What follows belongs to an exercise in optimizing a design on an open flow for small area; a production flow would make more cautious choices.
The RTL of this run was laid out without a check of its function.
No activity file was given, so power comes from the tool's default toggle rates.

## flow/constraint.sdc

```tcl
create_clock -name core_clock -period 6.4 [get_ports {clk}]
set_input_delay 1.2800 -clock core_clock [delete_from_list [all_inputs] [get_ports {clk}]]
set_output_delay 1.2800 -clock core_clock [all_outputs]
set_load 0.01 [all_outputs]
```

## flow/config.mk

```make
export PLATFORM = sky130hd
export DESIGN_NAME = gain
export DESIGN_NICKNAME = gain
export VERILOG_FILES = /design/flow/design.v
export SDC_FILE = /design/flow/constraint.sdc
export NUM_CORES = 4
export LEC_CHECK = 0
export CAP_MARGIN = 20
export CORE_MARGIN = 2
export CORE_UTILIZATION = 40
export SETUP_SLACK_MARGIN = 0.15
export SLEW_MARGIN = 20
export SYNTH_HIERARCHICAL = 1
export SYNTH_MINIMUM_KEEP_SIZE = 0
```

## flow/design.v

```verilog
module gainAvs   
  #( parameter int COEF_WDT = 16 )   
   ( input  logic                      clk,
     input  logic                      reset,     
     input  logic                      avsWr,
     input  logic           [ 31 : 0 ] avsWrData,
     output logic           [ 31 : 0 ] avsRdData,
     output logic [ COEF_WDT - 1 : 0 ] coef );    
   always_ff @( posedge clk, posedge reset )
   if ( reset ) begin
      avsRdData <= '0;
      coef      <= ( COEF_WDT )'( 2 ** ( COEF_WDT / 2 ) );  
   end else begin
      if ( avsWr ) begin
         if ( COEF_WDT == 32 ) begin
            coef <= avsWrData;
         end else begin  
            if ( |avsWrData[ 31 : COEF_WDT ] )  
               coef <= '1;
            else
               coef <= avsWrData[ COEF_WDT - 1 : 0 ];
         end
      end
      avsRdData <= { { 32 - COEF_WDT { 1'b0 } }, coef };
   end
endmodule
module gainMult
   ( input  logic                   clk,
     input  logic                   reset,
     input  logic                   st,
     input  logic signed [ 15 : 0 ] a,
     input  logic        [ 15 : 0 ] coef,
     output logic                   rdy,
     output logic signed [ 15 : 0 ] y );
   logic          [ 1 : 0 ] rdyReg;
   logic         [ 15 : 0 ] aReg;
   logic         [ 23 : 0 ] nP;       
   logic         [ 23 : 0 ] P;
   logic         [ 14 : 0 ] aMag;     
   logic         [ 15 : 0 ] cSuf;     
   logic                    big, neg, ovf;
   logic pp1, pp2, pp3, pp4, pp5, pp6, pp7, pp8, pp9, pp10, pp11, pp12, pp13, pp14, pp15, pp16;
   logic pp17, pp18, pp19, pp20, pp21, pp22, pp23, pp24, pp25, pp26, pp27, pp28, pp29, pp30, pp31, pp32;
   logic pp33, pp34, pp35, pp36, pp37, pp38, pp39, pp40, pp41, pp42, pp43, pp44, pp45, pp46, pp47, pp48;
   logic pp49, pp50, pp51, pp52, pp53, pp54, pp55, pp56, pp57, pp58, pp59, pp60, pp61, pp62, pp63, pp64;
   logic pp65, pp66, pp67, pp68, pp69, pp70, pp71, pp72, pp73, pp74, pp75, pp76, pp77, pp78, pp79, pp80;
   logic pp81, pp82, pp83, pp84, pp85, pp86, pp87, pp88, pp89, pp90, pp91, pp92, pp93, pp94, pp95, pp96;
   logic pp97, pp98, pp99, pp100, pp101, pp102, pp103, pp104, pp105, pp106, pp107, pp108, pp109, pp110, pp111, pp112;
   logic pp113, pp114, pp115, pp116, pp117, pp118, pp119, pp120, pp121, pp122, pp123, pp124, pp125, pp126, pp127, pp128;
   logic pp129, pp130, pp131, pp132, pp133, pp134, pp135, pp136, pp137, pp138, pp139, pp140, pp141, pp142, pp143, pp144;
   logic pp145, pp146, pp147, pp148, pp149, pp150, pp151, pp152, pp153, pp154, pp155, pp156, pp157, pp158, pp159, pp160;
   logic pp161, pp162, pp163, pp164, pp165, pp166, pp167, pp168, pp169, pp170, pp171, pp172, pp173, pp174, pp175, pp176;
   logic pp177, pp178, pp179, pp180, pp181, pp182, pp183, pp184, pp185, pp186, pp187, pp188, pp189, pp190, pp191, pp192;
   logic pp193, pp194, pp195, pp196, pp197, pp198, pp199, pp200, pp201, pp202, pp203, pp204, pp205, pp206, pp207, pp208;
   logic pp209, pp210, pp211, pp212, pp213, pp214, pp215, pp216, pp217, pp218, pp219, pp220, pp221, pp222, pp223, pp224;
   logic pp225, pp226, pp227, pp228, s229, c230, s231, c232, s233, c234, s235, c236, s237, c238, s239, c240;
   logic s241, c242, s243, c244, s245, c246, s247, c248, s249, c250, s251, c252, s253, c254, s255, c256;
   logic s257, c258, s259, c260, s261, c262, s263, c264, s265, c266, s267, c268, s269, c270, s271, c272;
   logic s273, c274, s275, c276, s277, c278, s279, c280, s281, c282, s283, c284, s285, c286, s287, c288;
   logic s289, c290, s291, c292, s293, c294, s295, c296, s297, c298, s299, c300, s301, c302, s303, c304;
   logic s305, c306, s307, c308, s309, c310, s311, c312, s313, c314, s315, c316, s317, c318, s319, c320;
   logic s321, c322, s323, c324, s325, c326, s327, c328, s329, c330, s331, c332, s333, c334, s335, c336;
   logic s337, c338, s339, c340, s341, c342, s343, c344, s345, c346, s347, c348, s349, c350, s351, c352;
   logic s353, c354, s355, c356, s357, c358, s359, c360, s361, c362, s363, c364, s365, c366, s367, c368;
   logic s369, c370, s371, c372, s373, c374, s375, c376, s377, c378, s379, c380, s381, c382, s383, c384;
   logic s385, c386, s387, c388, s389, c390, s391, c392, s393, c394, s395, c396, s397, c398, s399, c400;
   logic s401, c402, s403, c404, s405, c406, s407, c408, s409, c410, s411, c412, s413, c414, s415, c416;
   logic s417, c418, s419, c420, s421, c422, s423, c424, s425, c426, s427, c428, s429, c430, s431, c432;
   logic s433, c434, s435, c436, s437, c438, s439, c440, s441, c442, s443, c444, s445, c446, s447, c448;
   logic s449, c450, s451, c452, s453, c454, s455, c456, s457, c458, s459, c460, s461, c462, s463, c464;
   logic s465, c466, s467, c468, s469, c470, s471, c472, s473, c474, s475, c476, s477, c478, s479, c480;
   logic s481, c482, s483, c484, s485, c486, s487, c488, s489, c490, s491, c492, s493, c494, s495, c496;
   logic s497, c498, s499, c500, s501, c502, s503, c504, s505, c506, s507, c508, s509, c510, s511, c512;
   logic s513, c514, s515, c516, s517, c518, s519, c520, s521, c522, s523, c524, s525, c526, s527, c528;
   logic s529, c530, s531, c532, s533, c534, s535, c536, s537, c538, s539, c540, s541, c542, s543, c544;
   logic s545, c546, s547, c548, s549, c550, s551, c552, s553, c554, s555, c556, s557, c558, s559, c560;
   logic s561, c562, s563, c564, s565, c566, s567, c568, s569, c570, s571, c572, s573, c574, s575, c576;
   logic s577, c578, s579, c580, s581, c582, s583, c584, s585, c586, s587, c588, s589, c590, s591, c592;
   logic s593, c594, s595, c596, s597, c598, s599, c600, s601, c602, s603, c604, s605, c606, s607, c608;
   logic s609, c610, s611, c612, s613, c614, s615, c616, s617, c618, s619, c620, s621, c622, s623, c624;
   logic s625, c626, s627, c628, s629, c630, s631, c632, s633, c634, s635, c636, s637, c638, s639, c640;
   logic s641, c642, s643, c644, s645, c646, s647, c648, s649, c650, s651, c652;
   always_ff @( posedge clk )
      aReg <= a;
   assign pp1 = ~( aReg[ 0 ] & coef[ 0 ] );
   assign pp2 = ~( aReg[ 0 ] & coef[ 1 ] );
   assign pp3 = ~( aReg[ 0 ] & coef[ 2 ] );
   assign pp4 = ~( aReg[ 0 ] & coef[ 3 ] );
   assign pp5 = ~( aReg[ 0 ] & coef[ 4 ] );
   assign pp6 = ~( aReg[ 0 ] & coef[ 5 ] );
   assign pp7 = ~( aReg[ 0 ] & coef[ 6 ] );
   assign pp8 = ~( aReg[ 0 ] & coef[ 7 ] );
   assign pp9 = ~( aReg[ 0 ] & coef[ 8 ] );
   assign pp10 = ~( aReg[ 0 ] & coef[ 9 ] );
   assign pp11 = ~( aReg[ 0 ] & coef[ 10 ] );
   assign pp12 = ~( aReg[ 0 ] & coef[ 11 ] );
   assign pp13 = ~( aReg[ 0 ] & coef[ 12 ] );
   assign pp14 = ~( aReg[ 0 ] & coef[ 13 ] );
   assign pp15 = ~( aReg[ 0 ] & coef[ 14 ] );
   assign pp16 = ~( aReg[ 0 ] & coef[ 15 ] );
   assign pp17 = ~( aReg[ 1 ] & coef[ 0 ] );
   assign pp18 = ~( aReg[ 1 ] & coef[ 1 ] );
   assign pp19 = ~( aReg[ 1 ] & coef[ 2 ] );
   assign pp20 = ~( aReg[ 1 ] & coef[ 3 ] );
   assign pp21 = ~( aReg[ 1 ] & coef[ 4 ] );
   assign pp22 = ~( aReg[ 1 ] & coef[ 5 ] );
   assign pp23 = ~( aReg[ 1 ] & coef[ 6 ] );
   assign pp24 = ~( aReg[ 1 ] & coef[ 7 ] );
   assign pp25 = ~( aReg[ 1 ] & coef[ 8 ] );
   assign pp26 = ~( aReg[ 1 ] & coef[ 9 ] );
   assign pp27 = ~( aReg[ 1 ] & coef[ 10 ] );
   assign pp28 = ~( aReg[ 1 ] & coef[ 11 ] );
   assign pp29 = ~( aReg[ 1 ] & coef[ 12 ] );
   assign pp30 = ~( aReg[ 1 ] & coef[ 13 ] );
   assign pp31 = ~( aReg[ 1 ] & coef[ 14 ] );
   assign pp32 = ~( aReg[ 1 ] & coef[ 15 ] );
   assign pp33 = ~( aReg[ 2 ] & coef[ 0 ] );
   assign pp34 = ~( aReg[ 2 ] & coef[ 1 ] );
   assign pp35 = ~( aReg[ 2 ] & coef[ 2 ] );
   assign pp36 = ~( aReg[ 2 ] & coef[ 3 ] );
   assign pp37 = ~( aReg[ 2 ] & coef[ 4 ] );
   assign pp38 = ~( aReg[ 2 ] & coef[ 5 ] );
   assign pp39 = ~( aReg[ 2 ] & coef[ 6 ] );
   assign pp40 = ~( aReg[ 2 ] & coef[ 7 ] );
   assign pp41 = ~( aReg[ 2 ] & coef[ 8 ] );
   assign pp42 = ~( aReg[ 2 ] & coef[ 9 ] );
   assign pp43 = ~( aReg[ 2 ] & coef[ 10 ] );
   assign pp44 = ~( aReg[ 2 ] & coef[ 11 ] );
   assign pp45 = ~( aReg[ 2 ] & coef[ 12 ] );
   assign pp46 = ~( aReg[ 2 ] & coef[ 13 ] );
   assign pp47 = ~( aReg[ 2 ] & coef[ 14 ] );
   assign pp48 = ~( aReg[ 2 ] & coef[ 15 ] );
   assign pp49 = ~( aReg[ 3 ] & coef[ 0 ] );
   assign pp50 = ~( aReg[ 3 ] & coef[ 1 ] );
   assign pp51 = ~( aReg[ 3 ] & coef[ 2 ] );
   assign pp52 = ~( aReg[ 3 ] & coef[ 3 ] );
   assign pp53 = ~( aReg[ 3 ] & coef[ 4 ] );
   assign pp54 = ~( aReg[ 3 ] & coef[ 5 ] );
   assign pp55 = ~( aReg[ 3 ] & coef[ 6 ] );
   assign pp56 = ~( aReg[ 3 ] & coef[ 7 ] );
   assign pp57 = ~( aReg[ 3 ] & coef[ 8 ] );
   assign pp58 = ~( aReg[ 3 ] & coef[ 9 ] );
   assign pp59 = ~( aReg[ 3 ] & coef[ 10 ] );
   assign pp60 = ~( aReg[ 3 ] & coef[ 11 ] );
   assign pp61 = ~( aReg[ 3 ] & coef[ 12 ] );
   assign pp62 = ~( aReg[ 3 ] & coef[ 13 ] );
   assign pp63 = ~( aReg[ 3 ] & coef[ 14 ] );
   assign pp64 = ~( aReg[ 3 ] & coef[ 15 ] );
   assign pp65 = ~( aReg[ 4 ] & coef[ 0 ] );
   assign pp66 = ~( aReg[ 4 ] & coef[ 1 ] );
   assign pp67 = ~( aReg[ 4 ] & coef[ 2 ] );
   assign pp68 = ~( aReg[ 4 ] & coef[ 3 ] );
   assign pp69 = ~( aReg[ 4 ] & coef[ 4 ] );
   assign pp70 = ~( aReg[ 4 ] & coef[ 5 ] );
   assign pp71 = ~( aReg[ 4 ] & coef[ 6 ] );
   assign pp72 = ~( aReg[ 4 ] & coef[ 7 ] );
   assign pp73 = ~( aReg[ 4 ] & coef[ 8 ] );
   assign pp74 = ~( aReg[ 4 ] & coef[ 9 ] );
   assign pp75 = ~( aReg[ 4 ] & coef[ 10 ] );
   assign pp76 = ~( aReg[ 4 ] & coef[ 11 ] );
   assign pp77 = ~( aReg[ 4 ] & coef[ 12 ] );
   assign pp78 = ~( aReg[ 4 ] & coef[ 13 ] );
   assign pp79 = ~( aReg[ 4 ] & coef[ 14 ] );
   assign pp80 = ~( aReg[ 4 ] & coef[ 15 ] );
   assign pp81 = ~( aReg[ 5 ] & coef[ 0 ] );
   assign pp82 = ~( aReg[ 5 ] & coef[ 1 ] );
   assign pp83 = ~( aReg[ 5 ] & coef[ 2 ] );
   assign pp84 = ~( aReg[ 5 ] & coef[ 3 ] );
   assign pp85 = ~( aReg[ 5 ] & coef[ 4 ] );
   assign pp86 = ~( aReg[ 5 ] & coef[ 5 ] );
   assign pp87 = ~( aReg[ 5 ] & coef[ 6 ] );
   assign pp88 = ~( aReg[ 5 ] & coef[ 7 ] );
   assign pp89 = ~( aReg[ 5 ] & coef[ 8 ] );
   assign pp90 = ~( aReg[ 5 ] & coef[ 9 ] );
   assign pp91 = ~( aReg[ 5 ] & coef[ 10 ] );
   assign pp92 = ~( aReg[ 5 ] & coef[ 11 ] );
   assign pp93 = ~( aReg[ 5 ] & coef[ 12 ] );
   assign pp94 = ~( aReg[ 5 ] & coef[ 13 ] );
   assign pp95 = ~( aReg[ 5 ] & coef[ 14 ] );
   assign pp96 = ~( aReg[ 5 ] & coef[ 15 ] );
   assign pp97 = ~( aReg[ 6 ] & coef[ 0 ] );
   assign pp98 = ~( aReg[ 6 ] & coef[ 1 ] );
   assign pp99 = ~( aReg[ 6 ] & coef[ 2 ] );
   assign pp100 = ~( aReg[ 6 ] & coef[ 3 ] );
   assign pp101 = ~( aReg[ 6 ] & coef[ 4 ] );
   assign pp102 = ~( aReg[ 6 ] & coef[ 5 ] );
   assign pp103 = ~( aReg[ 6 ] & coef[ 6 ] );
   assign pp104 = ~( aReg[ 6 ] & coef[ 7 ] );
   assign pp105 = ~( aReg[ 6 ] & coef[ 8 ] );
   assign pp106 = ~( aReg[ 6 ] & coef[ 9 ] );
   assign pp107 = ~( aReg[ 6 ] & coef[ 10 ] );
   assign pp108 = ~( aReg[ 6 ] & coef[ 11 ] );
   assign pp109 = ~( aReg[ 6 ] & coef[ 12 ] );
   assign pp110 = ~( aReg[ 6 ] & coef[ 13 ] );
   assign pp111 = ~( aReg[ 6 ] & coef[ 14 ] );
   assign pp112 = ~( aReg[ 6 ] & coef[ 15 ] );
   assign pp113 = ~( aReg[ 7 ] & coef[ 0 ] );
   assign pp114 = ~( aReg[ 7 ] & coef[ 1 ] );
   assign pp115 = ~( aReg[ 7 ] & coef[ 2 ] );
   assign pp116 = ~( aReg[ 7 ] & coef[ 3 ] );
   assign pp117 = ~( aReg[ 7 ] & coef[ 4 ] );
   assign pp118 = ~( aReg[ 7 ] & coef[ 5 ] );
   assign pp119 = ~( aReg[ 7 ] & coef[ 6 ] );
   assign pp120 = ~( aReg[ 7 ] & coef[ 7 ] );
   assign pp121 = ~( aReg[ 7 ] & coef[ 8 ] );
   assign pp122 = ~( aReg[ 7 ] & coef[ 9 ] );
   assign pp123 = ~( aReg[ 7 ] & coef[ 10 ] );
   assign pp124 = ~( aReg[ 7 ] & coef[ 11 ] );
   assign pp125 = ~( aReg[ 7 ] & coef[ 12 ] );
   assign pp126 = ~( aReg[ 7 ] & coef[ 13 ] );
   assign pp127 = ~( aReg[ 7 ] & coef[ 14 ] );
   assign pp128 = ~( aReg[ 7 ] & coef[ 15 ] );
   assign pp129 = ~( aReg[ 8 ] & coef[ 0 ] );
   assign pp130 = ~( aReg[ 8 ] & coef[ 1 ] );
   assign pp131 = ~( aReg[ 8 ] & coef[ 2 ] );
   assign pp132 = ~( aReg[ 8 ] & coef[ 3 ] );
   assign pp133 = ~( aReg[ 8 ] & coef[ 4 ] );
   assign pp134 = ~( aReg[ 8 ] & coef[ 5 ] );
   assign pp135 = ~( aReg[ 8 ] & coef[ 6 ] );
   assign pp136 = ~( aReg[ 8 ] & coef[ 7 ] );
   assign pp137 = ~( aReg[ 8 ] & coef[ 8 ] );
   assign pp138 = ~( aReg[ 8 ] & coef[ 9 ] );
   assign pp139 = ~( aReg[ 8 ] & coef[ 10 ] );
   assign pp140 = ~( aReg[ 8 ] & coef[ 11 ] );
   assign pp141 = ~( aReg[ 8 ] & coef[ 12 ] );
   assign pp142 = ~( aReg[ 8 ] & coef[ 13 ] );
   assign pp143 = ~( aReg[ 8 ] & coef[ 14 ] );
   assign pp144 = ~( aReg[ 8 ] & coef[ 15 ] );
   assign pp145 = ~( aReg[ 9 ] & coef[ 0 ] );
   assign pp146 = ~( aReg[ 9 ] & coef[ 1 ] );
   assign pp147 = ~( aReg[ 9 ] & coef[ 2 ] );
   assign pp148 = ~( aReg[ 9 ] & coef[ 3 ] );
   assign pp149 = ~( aReg[ 9 ] & coef[ 4 ] );
   assign pp150 = ~( aReg[ 9 ] & coef[ 5 ] );
   assign pp151 = ~( aReg[ 9 ] & coef[ 6 ] );
   assign pp152 = ~( aReg[ 9 ] & coef[ 7 ] );
   assign pp153 = ~( aReg[ 9 ] & coef[ 8 ] );
   assign pp154 = ~( aReg[ 9 ] & coef[ 9 ] );
   assign pp155 = ~( aReg[ 9 ] & coef[ 10 ] );
   assign pp156 = ~( aReg[ 9 ] & coef[ 11 ] );
   assign pp157 = ~( aReg[ 9 ] & coef[ 12 ] );
   assign pp158 = ~( aReg[ 9 ] & coef[ 13 ] );
   assign pp159 = ~( aReg[ 9 ] & coef[ 14 ] );
   assign pp160 = ~( aReg[ 10 ] & coef[ 0 ] );
   assign pp161 = ~( aReg[ 10 ] & coef[ 1 ] );
   assign pp162 = ~( aReg[ 10 ] & coef[ 2 ] );
   assign pp163 = ~( aReg[ 10 ] & coef[ 3 ] );
   assign pp164 = ~( aReg[ 10 ] & coef[ 4 ] );
   assign pp165 = ~( aReg[ 10 ] & coef[ 5 ] );
   assign pp166 = ~( aReg[ 10 ] & coef[ 6 ] );
   assign pp167 = ~( aReg[ 10 ] & coef[ 7 ] );
   assign pp168 = ~( aReg[ 10 ] & coef[ 8 ] );
   assign pp169 = ~( aReg[ 10 ] & coef[ 9 ] );
   assign pp170 = ~( aReg[ 10 ] & coef[ 10 ] );
   assign pp171 = ~( aReg[ 10 ] & coef[ 11 ] );
   assign pp172 = ~( aReg[ 10 ] & coef[ 12 ] );
   assign pp173 = ~( aReg[ 10 ] & coef[ 13 ] );
   assign pp174 = ~( aReg[ 11 ] & coef[ 0 ] );
   assign pp175 = ~( aReg[ 11 ] & coef[ 1 ] );
   assign pp176 = ~( aReg[ 11 ] & coef[ 2 ] );
   assign pp177 = ~( aReg[ 11 ] & coef[ 3 ] );
   assign pp178 = ~( aReg[ 11 ] & coef[ 4 ] );
   assign pp179 = ~( aReg[ 11 ] & coef[ 5 ] );
   assign pp180 = ~( aReg[ 11 ] & coef[ 6 ] );
   assign pp181 = ~( aReg[ 11 ] & coef[ 7 ] );
   assign pp182 = ~( aReg[ 11 ] & coef[ 8 ] );
   assign pp183 = ~( aReg[ 11 ] & coef[ 9 ] );
   assign pp184 = ~( aReg[ 11 ] & coef[ 10 ] );
   assign pp185 = ~( aReg[ 11 ] & coef[ 11 ] );
   assign pp186 = ~( aReg[ 11 ] & coef[ 12 ] );
   assign pp187 = ~( aReg[ 12 ] & coef[ 0 ] );
   assign pp188 = ~( aReg[ 12 ] & coef[ 1 ] );
   assign pp189 = ~( aReg[ 12 ] & coef[ 2 ] );
   assign pp190 = ~( aReg[ 12 ] & coef[ 3 ] );
   assign pp191 = ~( aReg[ 12 ] & coef[ 4 ] );
   assign pp192 = ~( aReg[ 12 ] & coef[ 5 ] );
   assign pp193 = ~( aReg[ 12 ] & coef[ 6 ] );
   assign pp194 = ~( aReg[ 12 ] & coef[ 7 ] );
   assign pp195 = ~( aReg[ 12 ] & coef[ 8 ] );
   assign pp196 = ~( aReg[ 12 ] & coef[ 9 ] );
   assign pp197 = ~( aReg[ 12 ] & coef[ 10 ] );
   assign pp198 = ~( aReg[ 12 ] & coef[ 11 ] );
   assign pp199 = ~( aReg[ 13 ] & coef[ 0 ] );
   assign pp200 = ~( aReg[ 13 ] & coef[ 1 ] );
   assign pp201 = ~( aReg[ 13 ] & coef[ 2 ] );
   assign pp202 = ~( aReg[ 13 ] & coef[ 3 ] );
   assign pp203 = ~( aReg[ 13 ] & coef[ 4 ] );
   assign pp204 = ~( aReg[ 13 ] & coef[ 5 ] );
   assign pp205 = ~( aReg[ 13 ] & coef[ 6 ] );
   assign pp206 = ~( aReg[ 13 ] & coef[ 7 ] );
   assign pp207 = ~( aReg[ 13 ] & coef[ 8 ] );
   assign pp208 = ~( aReg[ 13 ] & coef[ 9 ] );
   assign pp209 = ~( aReg[ 13 ] & coef[ 10 ] );
   assign pp210 = ~( aReg[ 14 ] & coef[ 0 ] );
   assign pp211 = ~( aReg[ 14 ] & coef[ 1 ] );
   assign pp212 = ~( aReg[ 14 ] & coef[ 2 ] );
   assign pp213 = ~( aReg[ 14 ] & coef[ 3 ] );
   assign pp214 = ~( aReg[ 14 ] & coef[ 4 ] );
   assign pp215 = ~( aReg[ 14 ] & coef[ 5 ] );
   assign pp216 = ~( aReg[ 14 ] & coef[ 6 ] );
   assign pp217 = ~( aReg[ 14 ] & coef[ 7 ] );
   assign pp218 = ~( aReg[ 14 ] & coef[ 8 ] );
   assign pp219 = ~( aReg[ 14 ] & coef[ 9 ] );
   assign pp220 = aReg[ 15 ] & coef[ 0 ];
   assign pp221 = aReg[ 15 ] & coef[ 1 ];
   assign pp222 = aReg[ 15 ] & coef[ 2 ];
   assign pp223 = aReg[ 15 ] & coef[ 3 ];
   assign pp224 = aReg[ 15 ] & coef[ 4 ];
   assign pp225 = aReg[ 15 ] & coef[ 5 ];
   assign pp226 = aReg[ 15 ] & coef[ 6 ];
   assign pp227 = aReg[ 15 ] & coef[ 7 ];
   assign pp228 = aReg[ 15 ] & coef[ 8 ];
   gainFa fa230 ( 1'b1, pp2, pp17, s229, c230 );
   gainFa fa232 ( 1'b1, pp3, pp18, s231, c232 );
   gainFa fa234 ( pp33, c230, s231, s233, c234 );
   gainFa fa236 ( 1'b1, pp4, pp19, s235, c236 );
   gainFa fa238 ( pp34, pp49, c232, s237, c238 );
   gainFa fa240 ( s235, s237, c234, s239, c240 );
   gainFa fa242 ( 1'b1, pp5, pp20, s241, c242 );
   gainFa fa244 ( pp35, pp50, pp65, s243, c244 );
   gainFa fa246 ( c236, s241, s243, s245, c246 );
   gainFa fa248 ( c238, s245, c240, s247, c248 );
   gainFa fa250 ( 1'b1, pp6, pp21, s249, c250 );
   gainFa fa252 ( pp36, pp51, pp66, s251, c252 );
   gainFa fa254 ( pp81, c242, c244, s253, c254 );
   gainFa fa256 ( s249, s251, s253, s255, c256 );
   gainFa fa258 ( c246, s255, c248, s257, c258 );
   gainFa fa260 ( 1'b1, pp7, pp22, s259, c260 );
   gainFa fa262 ( pp37, pp52, pp67, s261, c262 );
   gainFa fa264 ( pp82, pp97, c250, s263, c264 );
   gainFa fa266 ( c252, s259, s261, s265, c266 );
   gainFa fa268 ( c254, s263, s265, s267, c268 );
   gainFa fa270 ( c256, s267, c258, s269, c270 );
   gainFa fa272 ( 1'b1, pp8, pp23, s271, c272 );
   gainFa fa274 ( pp38, pp53, pp68, s273, c274 );
   gainFa fa276 ( pp83, pp98, pp113, s275, c276 );
   gainFa fa278 ( c260, c262, s271, s277, c278 );
   gainFa fa280 ( s273, s275, c264, s279, c280 );
   gainFa fa282 ( c266, s277, s279, s281, c282 );
   gainFa fa284 ( c268, s281, c270, s283, c284 );
   gainFa fa286 ( 1'b1, pp9, pp24, s285, c286 );
   gainFa fa288 ( pp39, pp54, pp69, s287, c288 );
   gainFa fa290 ( pp84, pp99, pp114, s289, c290 );
   gainFa fa292 ( pp129, c272, c274, s291, c292 );
   gainFa fa294 ( c276, s285, s287, s293, c294 );
   gainFa fa296 ( s289, s291, c278, s295, c296 );
   gainFa fa298 ( s293, c280, s295, s297, c298 );
   gainFa fa300 ( c282, s297, c284, s299, c300 );
   gainFa fa302 ( 1'b1, pp10, pp25, s301, c302 );
   gainFa fa304 ( pp40, pp55, pp70, s303, c304 );
   gainFa fa306 ( pp85, pp100, pp115, s305, c306 );
   gainFa fa308 ( pp130, pp145, c286, s307, c308 );
   gainFa fa310 ( c288, c290, s301, s309, c310 );
   gainFa fa312 ( s303, s305, c292, s311, c312 );
   gainFa fa314 ( s307, c294, s309, s313, c314 );
   gainFa fa316 ( c296, s311, s313, s315, c316 );
   gainFa fa318 ( c298, s315, c300, s317, c318 );
   gainFa fa320 ( 1'b1, pp11, pp26, s319, c320 );
   gainFa fa322 ( pp41, pp56, pp71, s321, c322 );
   gainFa fa324 ( pp86, pp101, pp116, s323, c324 );
   gainFa fa326 ( pp131, pp146, pp160, s325, c326 );
   gainFa fa328 ( c302, c304, c306, s327, c328 );
   gainFa fa330 ( s319, s321, s323, s329, c330 );
   gainFa fa332 ( s325, c308, s327, s331, c332 );
   gainFa fa334 ( c310, s329, c312, s333, c334 );
   gainFa fa336 ( c314, s331, s333, s335, c336 );
   gainFa fa338 ( c316, s335, c318, s337, c338 );
   gainFa fa340 ( 1'b1, pp12, pp27, s339, c340 );
   gainFa fa342 ( pp42, pp57, pp72, s341, c342 );
   gainFa fa344 ( pp87, pp102, pp117, s343, c344 );
   gainFa fa346 ( pp132, pp147, pp161, s345, c346 );
   gainFa fa348 ( pp174, c320, c322, s347, c348 );
   gainFa fa350 ( c324, c326, s339, s349, c350 );
   gainFa fa352 ( s341, s343, s345, s351, c352 );
   gainFa fa354 ( c328, s347, c330, s353, c354 );
   gainFa fa356 ( s349, s351, c332, s355, c356 );
   gainFa fa358 ( s353, c334, s355, s357, c358 );
   gainFa fa360 ( c336, s357, c338, s359, c360 );
   gainFa fa362 ( 1'b1, pp13, pp28, s361, c362 );
   gainFa fa364 ( pp43, pp58, pp73, s363, c364 );
   gainFa fa366 ( pp88, pp103, pp118, s365, c366 );
   gainFa fa368 ( pp133, pp148, pp162, s367, c368 );
   gainFa fa370 ( pp175, pp187, c340, s369, c370 );
   gainFa fa372 ( c342, c344, c346, s371, c372 );
   gainFa fa374 ( s361, s363, s365, s373, c374 );
   gainFa fa376 ( s367, c348, s369, s375, c376 );
   gainFa fa378 ( s371, c350, c352, s377, c378 );
   gainFa fa380 ( s373, c354, s375, s379, c380 );
   gainFa fa382 ( s377, c356, s379, s381, c382 );
   gainFa fa384 ( c358, s381, c360, s383, c384 );
   gainFa fa386 ( 1'b1, pp14, pp29, s385, c386 );
   gainFa fa388 ( pp44, pp59, pp74, s387, c388 );
   gainFa fa390 ( pp89, pp104, pp119, s389, c390 );
   gainFa fa392 ( pp134, pp149, pp163, s391, c392 );
   gainFa fa394 ( pp176, pp188, pp199, s393, c394 );
   gainFa fa396 ( c362, c364, c366, s395, c396 );
   gainFa fa398 ( c368, s385, s387, s397, c398 );
   gainFa fa400 ( s389, s391, s393, s399, c400 );
   gainFa fa402 ( c370, c372, s395, s401, c402 );
   gainFa fa404 ( c374, s397, s399, s403, c404 );
   gainFa fa406 ( c376, c378, s401, s405, c406 );
   gainFa fa408 ( s403, c380, s405, s407, c408 );
   gainFa fa410 ( c382, s407, c384, s409, c410 );
   gainFa fa412 ( 1'b1, pp15, pp30, s411, c412 );
   gainFa fa414 ( pp45, pp60, pp75, s413, c414 );
   gainFa fa416 ( pp90, pp105, pp120, s415, c416 );
   gainFa fa418 ( pp135, pp150, pp164, s417, c418 );
   gainFa fa420 ( pp177, pp189, pp200, s419, c420 );
   gainFa fa422 ( pp210, c386, c388, s421, c422 );
   gainFa fa424 ( c390, c392, c394, s423, c424 );
   gainFa fa426 ( s411, s413, s415, s425, c426 );
   gainFa fa428 ( s417, s419, c396, s427, c428 );
   gainFa fa430 ( s421, s423, c398, s429, c430 );
   gainFa fa432 ( c400, s425, c402, s431, c432 );
   gainFa fa434 ( s427, c404, s429, s433, c434 );
   gainFa fa436 ( c406, s431, s433, s435, c436 );
   gainFa fa438 ( c408, s435, c410, s437, c438 );
   gainFa fa440 ( pp16, pp31, pp46, s439, c440 );
   gainFa fa442 ( pp61, pp76, pp91, s441, c442 );
   gainFa fa444 ( pp106, pp121, pp136, s443, c444 );
   gainFa fa446 ( pp151, pp165, pp178, s445, c446 );
   gainFa fa448 ( pp190, pp201, pp211, s447, c448 );
   gainFa fa450 ( pp220, c412, c414, s449, c450 );
   gainFa fa452 ( c416, c418, c420, s451, c452 );
   gainFa fa454 ( s439, s441, s443, s453, c454 );
   gainFa fa456 ( s445, s447, c422, s455, c456 );
   gainFa fa458 ( c424, s449, s451, s457, c458 );
   gainFa fa460 ( c426, s453, c428, s459, c460 );
   gainFa fa462 ( c430, s455, s457, s461, c462 );
   gainFa fa464 ( c432, s459, c434, s463, c464 );
   gainFa fa466 ( s461, c436, s463, s465, c466 );
   gainHa ha468 ( s465, c438, s467, c468 );
   gainFa fa470 ( 1'b1, pp32, pp47, s469, c470 );
   gainFa fa472 ( pp62, pp77, pp92, s471, c472 );
   gainFa fa474 ( pp107, pp122, pp137, s473, c474 );
   gainFa fa476 ( pp152, pp166, pp179, s475, c476 );
   gainFa fa478 ( pp191, pp202, pp212, s477, c478 );
   gainFa fa480 ( pp221, c440, c442, s479, c480 );
   gainFa fa482 ( c444, c446, c448, s481, c482 );
   gainFa fa484 ( s469, s471, s473, s483, c484 );
   gainFa fa486 ( s475, s477, c450, s485, c486 );
   gainFa fa488 ( c452, s479, s481, s487, c488 );
   gainFa fa490 ( c454, s483, c456, s489, c490 );
   gainFa fa492 ( c458, s485, s487, s491, c492 );
   gainFa fa494 ( c460, s489, c462, s493, c494 );
   gainFa fa496 ( s491, c464, s493, s495, c496 );
   gainFa fa498 ( c466, s495, c468, s497, c498 );
   gainFa fa500 ( pp48, pp63, pp78, s499, c500 );
   gainFa fa502 ( pp93, pp108, pp123, s501, c502 );
   gainFa fa504 ( pp138, pp153, pp167, s503, c504 );
   gainFa fa506 ( pp180, pp192, pp203, s505, c506 );
   gainFa fa508 ( pp213, pp222, c470, s507, c508 );
   gainFa fa510 ( c472, c474, c476, s509, c510 );
   gainFa fa512 ( c478, s499, s501, s511, c512 );
   gainFa fa514 ( s503, s505, c480, s513, c514 );
   gainFa fa516 ( c482, s507, s509, s515, c516 );
   gainFa fa518 ( c484, s511, c486, s517, c518 );
   gainFa fa520 ( c488, s513, s515, s519, c520 );
   gainFa fa522 ( c490, s517, c492, s521, c522 );
   gainFa fa524 ( s519, c494, s521, s523, c524 );
   gainFa fa526 ( c496, s523, c498, s525, c526 );
   gainFa fa528 ( pp64, pp79, pp94, s527, c528 );
   gainFa fa530 ( pp109, pp124, pp139, s529, c530 );
   gainFa fa532 ( pp154, pp168, pp181, s531, c532 );
   gainFa fa534 ( pp193, pp204, pp214, s533, c534 );
   gainFa fa536 ( pp223, c500, c502, s535, c536 );
   gainFa fa538 ( c504, c506, s527, s537, c538 );
   gainFa fa540 ( s529, s531, s533, s539, c540 );
   gainFa fa542 ( c508, c510, s535, s541, c542 );
   gainFa fa544 ( c512, s537, s539, s543, c544 );
   gainFa fa546 ( c514, c516, s541, s545, c546 );
   gainFa fa548 ( s543, c518, c520, s547, c548 );
   gainFa fa550 ( s545, c522, s547, s549, c550 );
   gainFa fa552 ( c524, s549, c526, s551, c552 );
   gainFa fa554 ( pp80, pp95, pp110, s553, c554 );
   gainFa fa556 ( pp125, pp140, pp155, s555, c556 );
   gainFa fa558 ( pp169, pp182, pp194, s557, c558 );
   gainFa fa560 ( pp205, pp215, pp224, s559, c560 );
   gainFa fa562 ( c528, c530, c532, s561, c562 );
   gainFa fa564 ( c534, s553, s555, s563, c564 );
   gainFa fa566 ( s557, s559, c536, s565, c566 );
   gainFa fa568 ( s561, c538, c540, s567, c568 );
   gainFa fa570 ( s563, c542, s565, s569, c570 );
   gainFa fa572 ( c544, s567, c546, s571, c572 );
   gainFa fa574 ( s569, c548, s571, s573, c574 );
   gainFa fa576 ( c550, s573, c552, s575, c576 );
   gainFa fa578 ( pp96, pp111, pp126, s577, c578 );
   gainFa fa580 ( pp141, pp156, pp170, s579, c580 );
   gainFa fa582 ( pp183, pp195, pp206, s581, c582 );
   gainFa fa584 ( pp216, pp225, c554, s583, c584 );
   gainFa fa586 ( c556, c558, c560, s585, c586 );
   gainFa fa588 ( s577, s579, s581, s587, c588 );
   gainFa fa590 ( c562, s583, s585, s589, c590 );
   gainFa fa592 ( c564, s587, c566, s591, c592 );
   gainFa fa594 ( c568, s589, c570, s593, c594 );
   gainFa fa596 ( s591, c572, s593, s595, c596 );
   gainFa fa598 ( c574, s595, c576, s597, c598 );
   gainFa fa600 ( pp112, pp127, pp142, s599, c600 );
   gainFa fa602 ( pp157, pp171, pp184, s601, c602 );
   gainFa fa604 ( pp196, pp207, pp217, s603, c604 );
   gainFa fa606 ( pp226, c578, c580, s605, c606 );
   gainFa fa608 ( c582, s599, s601, s607, c608 );
   gainFa fa610 ( s603, c584, c586, s609, c610 );
   gainFa fa612 ( s605, c588, s607, s611, c612 );
   gainFa fa614 ( c590, s609, s611, s613, c614 );
   gainFa fa616 ( c592, s613, c594, s615, c616 );
   gainFa fa618 ( c596, s615, c598, s617, c618 );
   gainFa fa620 ( pp128, pp143, pp158, s619, c620 );
   gainFa fa622 ( pp172, pp185, pp197, s621, c622 );
   gainFa fa624 ( pp208, pp218, pp227, s623, c624 );
   gainFa fa626 ( c600, c602, c604, s625, c626 );
   gainFa fa628 ( s619, s621, s623, s627, c628 );
   gainFa fa630 ( c606, s625, c608, s629, c630 );
   gainFa fa632 ( s627, c610, c612, s631, c632 );
   gainFa fa634 ( s629, s631, c614, s633, c634 );
   gainFa fa636 ( s633, c616, c618, s635, c636 );
   gainFa fa638 ( pp144, pp159, pp173, s637, c638 );
   gainFa fa640 ( pp186, pp198, pp209, s639, c640 );
   gainFa fa642 ( pp219, pp228, c620, s641, c642 );
   gainFa fa644 ( c622, c624, s637, s643, c644 );
   gainFa fa646 ( s639, c626, s641, s645, c646 );
   gainFa fa648 ( c628, s643, c630, s647, c648 );
   gainFa fa650 ( s645, c632, s647, s649, c650 );
   gainFa fa652 ( c634, s649, c636, s651, c652 );
   assign nP = { s651, s635, s617, s597, s575, s551, s525, s497, s467, s437, s409, s383, s359, s337, s317, s299, s283, s269, s257, s247, s239, s233, s229, pp1 };
   assign P = ~nP;
   assign aMag = aReg[ 14 : 0 ] ^ { 15{ aReg[ 15 ] } };
   always_comb begin
      cSuf[ 15 ] = coef[ 15 ];
      for ( int k = 14; k >= 0; k-- )
         cSuf[ k ] = cSuf[ k + 1 ] | coef[ k ];
   end
   always_comb begin
      big = 1'b0;
      for ( int i = 8; i <= 14; i++ )
         big = big | ( aMag[ i ] & cSuf[ 23 - i ] );
   end
   assign neg = aReg[ 15 ] & cSuf[ 0 ];
   assign ovf = big | ( P[ 23 ] ^ neg );
   always_ff @( posedge clk, posedge reset )
   if ( reset ) begin
      y      <= '0;
      rdyReg <= '0;
   end else begin
      rdyReg <= { rdyReg[ 0 ], st };
      if ( ovf )
         y <= { neg, { 15{ ~neg } } };
      else
         y <= P[ 23 : 8 ];
   end
   assign rdy = rdyReg[ 1 ];
endmodule
module gainFa
   ( input  logic a, b, ci,
     output logic s, co );
   assign s  = a ^ b ^ ci;
   assign co = ( a & b ) | ( a & ci ) | ( b & ci );
endmodule
module gainHa
   ( input  logic a, b,
     output logic s, co );
   assign s  = a ^ b;
   assign co = a & b;
endmodule
module gain
   ( input  logic                 clk,
     input  logic                 reset,
     input  logic                 avsWr,
     input  logic        [ 31 : 0 ] avsWrData,
     output logic        [ 31 : 0 ] avsRdData,
     input  logic                 st,
     input  logic signed [ 15 : 0 ] a,
     output logic                 rdy,
     output logic signed [ 15 : 0 ] y );
   logic [ 15 : 0 ] coef;
   gainAvs #( .COEF_WDT ( 16 ) ) gainAvsInst
      ( .clk       ( clk       ),
        .reset     ( reset     ),
        .avsWr     ( avsWr     ),
        .avsWrData ( avsWrData ),
        .avsRdData ( avsRdData ),
        .coef      ( coef      ) );
   gainMult gainMultInst
      ( .clk   ( clk                ),
        .reset ( reset              ),
        .st    ( st                 ),
        .a     ( a                  ),
        .coef  ( avsRdData[ 15 : 0 ] ),
        .rdy   ( rdy                ),
        .y     ( y                  ) );
endmodule
```

## flow/run.sh

```bash
#!/bin/bash
# synth_recipe.tcl (not shown) runs the flow's synth.tcl, then flattens the netlist and writes it again
# the make line also repeats each setting of config.mk as NAME=value (left out here)
make -C /OpenROAD-flow-scripts/flow DESIGN_CONFIG=/design/flow/config.mk WORK_HOME=/design/flow/orfs CLKGATE_MAP_FILE= SYNTH_SCRIPT=/design/flow/synth_recipe.tcl finish
```

==> notes.md <==
[registers in the layout (all words and copies together) (netlist names)]
name                   count
gainAvsInst.avsRdData     16
gainAvsInst.coef          16
gainMultInst.aReg         16
gainMultInst.y            16
gainMultInst.rdyReg        2
[critical path, delay by kind of cell (launching register included)]
kind / cells / cell delay, ns
adder cells (fa/ha/maj): 23 / 8.19
buffers and inverters: 1 / 0.16
flip-flops: 1 / 0.41
AND/OR/NAND/NOR: 1 / 0.08
AO/OA/AOI/OAI: 2 / 0.28
[metrics by stage]
step	setup TNS, ns	area, µm²	setup WS, ns
final	-42.87	9640	-2.88
after global routing	-46.12	9640	-3.10
after CTS	-42.80	9630	-2.88
after detailed placement	-43.52	9330	-2.93
after global placement	-42.01	9330	-2.81
after floorplan	-43.15	8010	-2.88
[cell families after synthesis]
group | count (synthesis)
and+or+nand+nor | 265
DFF | 66
xor gates and xnor gates | 2
adders and majority gates | 212
AOI/OAI and AO/OA | 56
buffers and inverters | 82
other | 2
[cell type report]
type | instances | area share
Tap cell | 265 | 0.0344
Multi-Input combinational cell | 566 | 0.621
Timing Repair Buffer | 154 | 0.150
Inverter | 2 | 0.000779
Clock buffer | 12 | 0.0256
Clock inverter | 4 | 0.00532
Sequential cell | 66 | 0.163
[report_power, final]
group	leakage [nW]	internal, mW	switching (mW)
sequential	0.640	0.481	0.0176
clock	0.143	0.312	0.197
combinational	3.47	2.02	2.20
[final timing paths]
kind / slack (ns) / to / depth (start not counted) / from
worst max-delay path: -2.88 / gainMultInst.y[0] / 27 / gainAvsInst.avsRdData[1]
worst min-delay path: 0.35 / gainMultInst.rdyReg[1] / 0 / gainMultInst.rdyReg[0]
worst max register to register: -2.88 / gainMultInst.y[0] / 27 / gainAvsInst.avsRdData[1]
worst min register to register: 0.35 / gainMultInst.rdyReg[1] / 0 / gainMultInst.rdyReg[0]
max in group asynchronous: 4.62 / gainMultInst.y[14] / 2 / reset
min in group asynchronous: 1.34 / gainMultInst.y[7] / 2 / reset
[cell usage after synthesis, types with 2 or more instances]
master / n / area share
conb_1: 2 / 0.00096
nor2_1: 4 / 0.0019
nor4_1: 2 / 0.0016
xor2_1: 2 / 0.0022
and2_1: 10 / 0.0080
nor3_1: 4 / 0.0026
buf_6: 3 / 0.0043
fa_1: 211 / 0.54
o32a_1: 16 / 0.021
clkbuf_1: 56 / 0.027
a21oi_1: 2 / 0.0013
inv_1: 2 / 0.00096
o211a_1: 15 / 0.019
buf_4: 18 / 0.017
nand2_1: 237 / 0.11
buf_2: 2 / 0.0013
o21ai_0: 16 / 0.010
o21a_1: 2 / 0.0019
dfxtp_1: 16 / 0.041
dfrtp_1: 49 / 0.16
[per-layer routing]
metal	routed length, µm	global-route usage	vias to the layer above
met5	0	0	-
met4	697	0.0743	0
met3	2470	0.0810	52
met2	10100	0.346	350
met1	9110	0.311	2869
li1	-	-	2291
[what timing repair did]
action / 4_1_cts / 5_1_grt
buffers inserted: 1 / 0
gates resized for setup: 2 / 3
setup endpoints to repair: 15 / 15
hold endpoints to repair: 0 / 0
pin swaps: 1 / 0
[per-module statistics from Yosys, one instance, submodules excluded, a selection]
module | cells | times used | flip-flops and latches | cell area (µm²)
gainFa | 1 | 211 | 0 | 20.0
gainHa | 1 | 1 | 0 | 12.5
gainMult | 396 | 1 | 34 | 2350
==> notes.md <==
worst slew pin tran=0.959 ns; DRC viols=0; sequential area share after synthesis=0.202; first-pass GRT wire length=around 35 mm; Hold Vio Cnt, Final=0; H-tree depth=3; Pwr Density=543 nW/µm²; core area=19300 µm²; fill count=around 1700; WL/cell=20.9 µm; row count=approximately 50; hold_ws=0.348 ns; Nets=1063; Arr. time, crit path=around 9.5 ns; remaining antenna violation count after routing=0; post-synthesis adder-cell area fraction=0.544; CP max stage cell=fa_2; area of the multi-input gates=5980 µm²; PnR Total Power=5.23 mW; f_max=108 MHz; layout check failures=negative setup slack; final core occ=0.500; Critical Path RT=6.63 ns; run status=complete, but fails checks; total grt overflow=0; post-synthesis compound-gate area fraction=0.0582; Clk Latency, worst-skew pair=0.36 ns; Final Cycle Share=1.45; vias per cell=about 5.2; Storage cell area=1570 µm²; post-synthesis simple-gate area fraction=0.141; setup violators final=15; FFs w/ async S/R, synth=0.758; synth unique cells=36; Cells after Synth=685; XOR/XNOR Fraction of Synth Area=0.00225; 1st-iter DRT viols=501; crit start category=flop; Yosys reg bits=66; share of post-route cells with drive strength above 1=0.143; Slew Limit Fails=0; antenna violations before repair=0; Worst VDD drop=0.000728 V; clock transition at the registers of the reported paths=0.05 ns; Hold Crit Class=reg -> reg; critical path type=reg -> reg; vias in the first global route=between 6000 and 7000; CTS Hold Bufs=0; commonest non-fill, non-tap cell in the layout=nand2_1; maximum root-to-sink buffer count=2; largest net degree at the start of global routing=33; Total GRT Usage=0.229; CTS Buf Count=9; Port-buffer cells=84; DIE AREA=20600 µm²; ys flop type=dfrtp_1; drt pass-1 iters=7; antenna diode count=0; die width=around 140 µm; non-filler cells, final=1069; Max Cap Viol=0; average cell area after synthesis=11.4 µm²; Top cell by count, worst path=fa_2; Chip Height=144 µm; Worst path max stage delay=between 0.5 and 0.6 ns; Lkg Pwr=4.25 nW; placed insts=1052; Rel. slew slack=0.356; crit path capture type=flop; fin worst setup slack=-2.88 ns; Final Wtd Congestion=0.968; final wirelength=22.3 mm; Clock Skew=about 0.016 ns; Synth-to-Final Area Change=23.7%; io pins=101; commonest non-fill, non-tap cells in the layout=235 x nand2_1, 189 x fa_1, 84 x clkdlybuf4s50_1, 64 x buf_4, 49 x dfrtp_1; RSZ-0062 raised after global routing=true; Tmin final=9.28 ns; dpl hpwl=17.5 mm; multiplexer share of the synthesized area=0; Yosys warning count=8; # clock sinks=66; via count=approximately 5600; Post-synth EDFFs=0; largest family of logic cells by synthesized area=adder cells; CTS tree=done; Initial Utilization=0.404; Root Buffer=clkbuf_16; Crit Path Max Fanout=30; synthesized cell area=7790 µm²

[what the ideal ports hide]
How much do the figures lean on ideal ports? The routed layout below was timed once more, with nothing changed but the port constraints. Step 1 sets driving cells, clkbuf_16 on the clock port and buf_2 on the other inputs (assumed; they add their load-dependent delay and slew). Step 2, shift: input delay + t, output delay - t, t = (earliest + latest rising clock arrival at the registers) / 2. This alone moves slack from input paths to output paths. Three values: no drivers, after step 1, after step 2; two values: the first two.
shift t [ns]: 0.385
setup WS [ns]: -2.881 / -2.881 / -2.881
worst slew at a driven data input, ns: 0.05
The setup slack of this run moves by 0.000 ns with the drivers and by 0.000 ns with both steps.
